Context: an optimization exercise on an open-source flow, tuned for small area. The choices shown serve that exercise and are no tape-out recipe.
In this exercise RTL edits were held to simulation tests only and were not proved equivalent to the original.
Power figures rest on the tool's default switching activity, not on a simulated workload.

## twin_77_ad_sign_43
module twin_77_ad_sign_43(
  input CLK,
  input rst,
  input PSW0,
  output LED0,
  output LED1,
  output LED2,
  output trans1,
  output trans2,
  output trans3,
  output trans4,
  output trans5,
  output trans6,
  output trans7,
  output trans8,
  output trans9,
  output trans10,
  output trans11,
  output trans12,
  output trans13,
  output trans14,
  output trans15,
  output trans16,
  output trans17,
  output trans18,
  output trans19,
  output trans20,
  output trans21,
  output trans22,
  output trans23,
  output trans24,
  output trans25,
  output trans26,
  output trans27,
  output trans28,
  output trans29,
  output trans30,
  output trans31,
  output trans32,
  output trans33,
  output trans34,
  output trans35,
  output trans36,
  output trans37,
  output trans38,
  output trans39,
  output trans40,
  output trans41,
  output trans42,
  output trans43,
  output trans44,
  output trans45,
  output trans46,
  output trans47,
  output trans48,
  output trans49
);
  reg [10:0] base;
  reg        first;
  wire       wrap = base[10] & base[7] & base[6] & base[5] & base[0];  
  always @(posedge CLK) begin
    if (rst) begin
      base  <= 11'd0;
      first <= 1'b1;
    end else begin
      base <= wrap ? 11'd0 : base + 11'd1;
      if (wrap) first <= 1'b0;
    end
  end
  reg [1:0]  psw0_reg;
  reg [19:0] lfsr;
  reg [2:0]  psw0_smp_reg;
  ...
For scale: about 880 cells after synthesis, roughly 55 I/O pins, ~5300 µm² of cells after synthesis.
clock: 10.0 ns
lec_check: 0
cap_margin: 20
core_margin: 2
core_utilization: 60
slew_margin: 20
standard.sh (not shown) runs the stock make flow with config.mk's settings and CLKGATE_MAP_FILE= SYNTH_SCRIPT=/design/flow/synth_recipe.tcl, a recipe that flattens the netlist after the stock synthesis.
==> flow/flow/run.sh <==
#!/bin/bash
# Standard synthesis, then an area-oriented ABC re-mapping of its combinational logic (the
# registers stay exactly as the standard synthesis made them), then the standard layout steps.
set -euo pipefail
W=$(pwd)
R=$W/orfs/results/$FLOW_PLATFORM/twin_77_ad_sign_43/base
LIB=$FLOW_HOME/platforms/$FLOW_PLATFORM/lib/sky130_fd_sc_hd__tt_025C_1v80.lib

bash standard.sh synth > $W/log_1_standard_synth.txt 2>&1

cp $R/1_2_yosys.v $W/std_1_2_yosys.v
sed -e "s#{LIB}#$LIB#g" -e "s#{IN}#$W/std_1_2_yosys.v#g" -e "s#{TOP}#$FLOW_TOP#g" \
    -e "s#{SCRIPT}#$W/flow/area.script#g" -e "s#{OUT}#$W/reabc.v#g" -e "s#{OUTDIR}#$W#g" \
    flow/reabc.ys > $W/reabc_run.ys
yosys -s $W/reabc_run.ys > $W/log_2_reabc.txt 2>&1

cp $W/reabc.v $R/1_2_yosys.v
rm -f $R/1_synth.odb
touch $R/1_2_yosys.v

export BUFFER_PORTS_ARGS="-buffer_cell sky130_fd_sc_hd__buf_1"
export CTS_ARGS="-sink_clustering_enable -repair_clock_nets -dont_use_dummy_load"
bash standard.sh finish > $W/log_3_layout.txt 2>&1
==> flow/flow/area.script <==
strash
&get -n
&st
&deepsyn -T 60
&dch -f
&nf -R 1000
&put
==> flow/flow/reabc.ys <==
# Re-map the combinational logic of the standard synthesis netlist with an area-oriented
# ABC script. Flip-flop cells are kept as they are (same instances, names and cell types).
read_liberty -ignore_miss_func {LIB}
read_verilog {IN}
hierarchy -top {TOP}
setattr -mod -set keep_hierarchy 1 sky130_fd_sc_hd__df* sky130_fd_sc_hd__sdf* sky130_fd_sc_hd__edf*
flatten
rename -hide w:*.*
opt -purge
tee -o {OUTDIR}/reabc_before.txt stat -liberty {LIB}
abc -script {SCRIPT} -liberty {LIB} -dont_use *probe* -dont_use *lpflow*
setundef -zero
splitnets
opt_clean -purge
hilomap -singleton -hicell sky130_fd_sc_hd__conb_1 HI -locell sky130_fd_sc_hd__conb_1 LO
insbuf -buf sky130_fd_sc_hd__buf_4 A X
opt_clean -purge
check
blackbox sky130_fd_sc_hd__*
tee -o {OUTDIR}/reabc_after.txt stat -liberty {LIB}

write_verilog -noattr -nohex -nodec {OUT}
The first run ended with an error in 5_1_grt on GRT-0116.
Then changed:
--- a/flow/flow/run.sh
+++ b/flow/flow/run.sh
@@ -20,4 +20,10 @@
 
 export BUFFER_PORTS_ARGS="-buffer_cell sky130_fd_sc_hd__buf_1"
-export CTS_ARGS="-sink_clustering_enable -repair_clock_nets -dont_use_dummy_load"
+# the standard CTS options (as cts.tcl builds them from config.mk), without dummy loads
+cfg() { sed -n "s/^export $1 = //p" config.mk; }
+CTS_ARGS="-sink_clustering_enable -repair_clock_nets -dont_use_dummy_load"
+if [[ -n "$(cfg CTS_BUF_LIST)" ]]; then CTS_ARGS="$CTS_ARGS -buf_list {$(cfg CTS_BUF_LIST)}"; fi
+if [[ -n "$(cfg CTS_CLUSTER_SIZE)" ]]; then CTS_ARGS="$CTS_ARGS -sink_clustering_size $(cfg CTS_CLUSTER_SIZE)"; fi
+if [[ -n "$(cfg CTS_CLUSTER_DIAMETER)" ]]; then CTS_ARGS="$CTS_ARGS -sink_clustering_max_diameter $(cfg CTS_CLUSTER_DIAMETER)"; fi
+export CTS_ARGS
 bash standard.sh finish > $W/log_3_layout.txt 2>&1
--- a/flow/config.mk
+++ b/flow/config.mk
@@ -6,6 +6,13 @@
 export NUM_CORES = 4
 export LEC_CHECK = 0
-export CAP_MARGIN = 20
+export CAP_MARGIN = 10
+export CELL_PAD_IN_SITES_DETAIL_PLACEMENT = 2
+export CELL_PAD_IN_SITES_GLOBAL_PLACEMENT = 4
 export CORE_MARGIN = 2
-export CORE_UTILIZATION = 60
-export SLEW_MARGIN = 20
+export CORE_UTILIZATION = 35
+export CTS_BUF_LIST = sky130_fd_sc_hd__clkbuf_8
+export CTS_CLUSTER_DIAMETER = 500
+export CTS_CLUSTER_SIZE = 50
+export GPL_TIMING_DRIVEN = 0
+export PLACE_DENSITY = 0.4
+export SLEW_MARGIN = 10
The changed run died in 3_1_place_gp_skip_io on GPL-0301.
Synthesized area hardly moves.
Synthesized cell count went up slightly.
Then changed:
--- a/flow/flow/run.sh
+++ b/flow/flow/run.sh
@@ -20,10 +20,4 @@
 
 export BUFFER_PORTS_ARGS="-buffer_cell sky130_fd_sc_hd__buf_1"
-# the standard CTS options (as cts.tcl builds them from config.mk), without dummy loads
-cfg() { sed -n "s/^export $1 = //p" config.mk; }
-CTS_ARGS="-sink_clustering_enable -repair_clock_nets -dont_use_dummy_load"
-if [[ -n "$(cfg CTS_BUF_LIST)" ]]; then CTS_ARGS="$CTS_ARGS -buf_list {$(cfg CTS_BUF_LIST)}"; fi
-if [[ -n "$(cfg CTS_CLUSTER_SIZE)" ]]; then CTS_ARGS="$CTS_ARGS -sink_clustering_size $(cfg CTS_CLUSTER_SIZE)"; fi
-if [[ -n "$(cfg CTS_CLUSTER_DIAMETER)" ]]; then CTS_ARGS="$CTS_ARGS -sink_clustering_max_diameter $(cfg CTS_CLUSTER_DIAMETER)"; fi
-export CTS_ARGS
+export CTS_ARGS="-sink_clustering_enable -repair_clock_nets -dont_use_dummy_load"
 bash standard.sh finish > $W/log_3_layout.txt 2>&1
==> flow/config.mk (replaced) <==
export PLATFORM = sky130hd
export DESIGN_NAME = twin_77_ad_sign_43
export DESIGN_NICKNAME = twin_77_ad_sign_43
export VERILOG_FILES = /design/flow/design.v
export SDC_FILE = /design/flow/constraint.sdc
export NUM_CORES = 4
export LEC_CHECK = 0
export CAP_MARGIN = 20
export CELL_PAD_IN_SITES_DETAIL_PLACEMENT = 2
export CELL_PAD_IN_SITES_GLOBAL_PLACEMENT = 4
export CORE_MARGIN = 2
export CORE_UTILIZATION = 25
export PLACE_DENSITY = 0.3
export SLEW_MARGIN = 20
Result:
- With this change the flow produced a clean layout
- synthesized cell count stays the same
- synthesized area stays the same
Then changed:
--- a/flow/flow/run.sh
+++ b/flow/flow/run.sh
@@ -20,4 +20,10 @@
 
 export BUFFER_PORTS_ARGS="-buffer_cell sky130_fd_sc_hd__buf_1"
-export CTS_ARGS="-sink_clustering_enable -repair_clock_nets -dont_use_dummy_load"
+# the standard CTS options (as cts.tcl builds them from config.mk), without dummy loads
+cfg() { sed -n "s/^export $1 = //p" config.mk; }
+CTS_ARGS="-sink_clustering_enable -repair_clock_nets -dont_use_dummy_load"
+if [[ -n "$(cfg CTS_BUF_LIST)" ]]; then CTS_ARGS="$CTS_ARGS -buf_list {$(cfg CTS_BUF_LIST)}"; fi
+if [[ -n "$(cfg CTS_CLUSTER_SIZE)" ]]; then CTS_ARGS="$CTS_ARGS -sink_clustering_size $(cfg CTS_CLUSTER_SIZE)"; fi
+if [[ -n "$(cfg CTS_CLUSTER_DIAMETER)" ]]; then CTS_ARGS="$CTS_ARGS -sink_clustering_max_diameter $(cfg CTS_CLUSTER_DIAMETER)"; fi
+export CTS_ARGS
 bash standard.sh finish > $W/log_3_layout.txt 2>&1
==> flow/config.mk (replaced) <==
export PLATFORM = sky130hd
export DESIGN_NAME = twin_77_ad_sign_43
export DESIGN_NICKNAME = twin_77_ad_sign_43
export VERILOG_FILES = /design/flow/design.v
export SDC_FILE = /design/flow/constraint.sdc
export NUM_CORES = 4
export LEC_CHECK = 0
export CAP_MARGIN = 5
export CELL_PAD_IN_SITES_DETAIL_PLACEMENT = 2
export CELL_PAD_IN_SITES_GLOBAL_PLACEMENT = 3
export CORE_MARGIN = 2
export CORE_UTILIZATION = 30
export CTS_BUF_LIST = sky130_fd_sc_hd__clkbuf_8
export GPL_TIMING_DRIVEN = 0
export PLACE_DENSITY = 0.35
export SLEW_MARGIN = 5
Result:
- This time the run produced a layout that fails on max-capacitance violations, max-slew violations
- core utilization goes up by 4.3 points
- clock-buffer cell count stays the same
- routed wire length went down by roughly a tenth
- fmax came out lower by about a fifth
- via count is lower by a few percent
- die area went down by about a fifth
- critical path depth shrinks by 1
Then changed:
--- a/flow/flow/run.sh
+++ b/flow/flow/run.sh
@@ -20,10 +20,7 @@
 
 export BUFFER_PORTS_ARGS="-buffer_cell sky130_fd_sc_hd__buf_1"
-# the standard CTS options (as cts.tcl builds them from config.mk), without dummy loads
-cfg() { sed -n "s/^export $1 = //p" config.mk; }
 CTS_ARGS="-sink_clustering_enable -repair_clock_nets -dont_use_dummy_load"
-if [[ -n "$(cfg CTS_BUF_LIST)" ]]; then CTS_ARGS="$CTS_ARGS -buf_list {$(cfg CTS_BUF_LIST)}"; fi
-if [[ -n "$(cfg CTS_CLUSTER_SIZE)" ]]; then CTS_ARGS="$CTS_ARGS -sink_clustering_size $(cfg CTS_CLUSTER_SIZE)"; fi
-if [[ -n "$(cfg CTS_CLUSTER_DIAMETER)" ]]; then CTS_ARGS="$CTS_ARGS -sink_clustering_max_diameter $(cfg CTS_CLUSTER_DIAMETER)"; fi
+CBL=$(sed -n "s/^export CTS_BUF_LIST = //p" config.mk)
+if [[ -n "$CBL" ]]; then CTS_ARGS="$CTS_ARGS -buf_list {$CBL}"; fi
 export CTS_ARGS
 bash standard.sh finish > $W/log_3_layout.txt 2>&1
==> flow/config.mk (replaced) <==
export PLATFORM = sky130hd
export DESIGN_NAME = twin_77_ad_sign_43
export DESIGN_NICKNAME = twin_77_ad_sign_43
export VERILOG_FILES = /design/flow/design.v
export SDC_FILE = /design/flow/constraint.sdc
export NUM_CORES = 4
export LEC_CHECK = 0
export CAP_MARGIN = 10
export CELL_PAD_IN_SITES_DETAIL_PLACEMENT = 2
export CELL_PAD_IN_SITES_GLOBAL_PLACEMENT = 4
export CORE_MARGIN = 2
export CORE_UTILIZATION = 25
export CTS_BUF_LIST = sky130_fd_sc_hd__clkbuf_8
export GPL_TIMING_DRIVEN = 0
export PLACE_DENSITY = 0.3
export SLEW_MARGIN = 10
Effect:
- This time the run completed with no timing, DRC or antenna violations
- worst hold slack loses 0.0045 ns
- power goes up by 0.92%
- worst setup slack gains 0.53 ns
- via count is about the same
- cell count goes up by 5.1%
Then changed:
--- a/flow/config.mk
+++ b/flow/config.mk
@@ -6,5 +6,5 @@
 export NUM_CORES = 4
 export LEC_CHECK = 0
-export CAP_MARGIN = 10
+export CAP_MARGIN = 0
 export CELL_PAD_IN_SITES_DETAIL_PLACEMENT = 2
 export CELL_PAD_IN_SITES_GLOBAL_PLACEMENT = 4
@@ -14,3 +14,3 @@
 export GPL_TIMING_DRIVEN = 0
 export PLACE_DENSITY = 0.3
-export SLEW_MARGIN = 10
+export SLEW_MARGIN = 0
With this change the flow completed, yet does not pass: max-capacitance violations, max-slew violations.
Global-route usage grows by 0.26 points.
Clock power stays flat.
Count of clock-buffer cells in the layout does not change.
Routed wire length is higher slightly.
Via count barely changes.

========
## east
Starting RTL as in the previous note.
// twin_77_ad_sign_43
module twin_77_ad_sign_43(
  input CLK,
  input rst,
  input PSW0,
  output LED0,
  output LED1,
  output LED2,
  output trans1,
  output trans2,
  output trans3,
  output trans4,
  output trans5,
  output trans6,
  output trans7,
  output trans8,
  output trans9,
  output trans10,
  output trans11,
  output trans12,
  output trans13,
  output trans14,
  output trans15,
  output trans16,
  output trans17,
  output trans18,
  output trans19,
  output trans20,
  output trans21,
  output trans22,
  output trans23,
  output trans24,
  output trans25,
  output trans26,
  output trans27,
  output trans28,
  output trans29,
  output trans30,
  output trans31,
  output trans32,
  output trans33,
  output trans34,
  output trans35,
  output trans36,
  output trans37,
  output trans38,
  output trans39,
  output trans40,
  output trans41,
  output trans42,
  output trans43,
  output trans44,
  output trans45,
  output trans46,
  output trans47,
  output trans48,
  output trans49
);
clock: 10.0 ns
lec_check: 0
cap_margin: 20
cell_pad_in_sites_detail_placement: 2
cell_pad_in_sites_global_placement: 4
core_margin: 2
core_utilization: 25
cts_buf_list: sky130_fd_sc_hd__clkbuf_8
gpl_timing_driven: 0
place_density: 0.3
slew_margin: 20
==> flow/flow/run.sh <==
#!/bin/bash
# Standard synthesis, then an area-oriented ABC re-mapping of its combinational logic (the
# registers stay exactly as the standard synthesis made them), then the standard layout steps.
set -euo pipefail
W=$(pwd)
R=$W/orfs/results/$FLOW_PLATFORM/twin_77_ad_sign_43/base
LIB=$FLOW_HOME/platforms/$FLOW_PLATFORM/lib/sky130_fd_sc_hd__tt_025C_1v80.lib

bash standard.sh synth > $W/log_1_standard_synth.txt 2>&1

cp $R/1_2_yosys.v $W/std_1_2_yosys.v
sed -e "s#{LIB}#$LIB#g" -e "s#{IN}#$W/std_1_2_yosys.v#g" -e "s#{TOP}#$FLOW_TOP#g" \
    -e "s#{SCRIPT}#$W/flow/area.script#g" -e "s#{OUT}#$W/reabc.v#g" -e "s#{OUTDIR}#$W#g" \
    flow/reabc.ys > $W/reabc_run.ys
yosys -s $W/reabc_run.ys > $W/log_2_reabc.txt 2>&1

cp $W/reabc.v $R/1_2_yosys.v
rm -f $R/1_synth.odb
touch $R/1_2_yosys.v

export BUFFER_PORTS_ARGS="-buffer_cell sky130_fd_sc_hd__buf_1"
CTS_ARGS="-sink_clustering_enable -repair_clock_nets -dont_use_dummy_load"
CBL=$(sed -n "s/^export CTS_BUF_LIST = //p" config.mk)
if [[ -n "$CBL" ]]; then CTS_ARGS="$CTS_ARGS -buf_list {$CBL}"; fi
export CTS_ARGS
bash standard.sh finish > $W/log_3_layout.txt 2>&1
Scripts as last shown in full above: flow/flow/area.script, flow/flow/reabc.ys
[inputs] west vs east
- changing CAP_MARGIN from 20 to 10
- changing SLEW_MARGIN from 20 to 10
- setting CTS_CLUSTER_SIZE to 50 for the first time
- setting CTS_CLUSTER_DIAMETER to 500 for the first time
--- a/flow/flow/run.sh
+++ b/flow/flow/run.sh
@@ -20,7 +20,10 @@
 
 export BUFFER_PORTS_ARGS="-buffer_cell sky130_fd_sc_hd__buf_1"
+# the standard CTS options (as cts.tcl builds them from config.mk), without dummy loads
+cfg() { sed -n "s/^export $1 = //p" config.mk; }
 CTS_ARGS="-sink_clustering_enable -repair_clock_nets -dont_use_dummy_load"
-CBL=$(sed -n "s/^export CTS_BUF_LIST = //p" config.mk)
-if [[ -n "$CBL" ]]; then CTS_ARGS="$CTS_ARGS -buf_list {$CBL}"; fi
+if [[ -n "$(cfg CTS_BUF_LIST)" ]]; then CTS_ARGS="$CTS_ARGS -buf_list {$(cfg CTS_BUF_LIST)}"; fi
+if [[ -n "$(cfg CTS_CLUSTER_SIZE)" ]]; then CTS_ARGS="$CTS_ARGS -sink_clustering_size $(cfg CTS_CLUSTER_SIZE)"; fi
+if [[ -n "$(cfg CTS_CLUSTER_DIAMETER)" ]]; then CTS_ARGS="$CTS_ARGS -sink_clustering_max_diameter $(cfg CTS_CLUSTER_DIAMETER)"; fi
 export CTS_ARGS
 bash standard.sh finish > $W/log_3_layout.txt 2>&1
- On highest cell delay on the worst timing path: west sits above east.
- Per the comparison of west with east, area added between synthesis and finish now smaller, area of all placed cells without fillers now smaller, maximum frequency now smaller, proportion of power drawn by combinational gates comparable.

[afterwards: timing with drivers on the ports]
The flow's constraints put no driver on any port. The routed layouts listed below were extracted and timed again, unchanged, in two steps. Step 1 assumes that a clkbuf_16 drives the clock port and a buf_2 every other input. Step 2 also shifts input and output timing later by t, the mid clock arrival at the registers, as if the neighbouring blocks saw the same clock. Three values: ideal, step 1, step 2; two values: the first two.
run	t, ns	setup WS [ns]	hold WS [ns]	clock arrival spread, ns	worst slew at a driven data input, ns
the third run of note 1	0.341	3.073 / 3.027 / 3.368	0.457 / 0.457 / 0.457	0.021 / 0.021	0.03
the fourth run of note 1	0.338	1.895 / 1.862 / 2.199	0.450 / 0.450 / 0.450	0.044 / 0.043	0.03
the fifth run of note 1	0.334	2.425 / 2.392 / 2.726	0.445 / 0.445 / 0.445	0.035 / 0.035	0.03
the sixth run of note 1	0.332	2.145 / 2.111 / 2.443	0.431 / 0.431 / 0.431	0.033 / 0.033	0.03
east	0.331	2.475 / 2.440 / 2.770	0.449 / 0.449 / 0.449	0.029 / 0.029	0.03
west	0.334	2.425 / 2.392 / 2.726	0.445 / 0.445 / 0.445	0.035 / 0.035	0.03
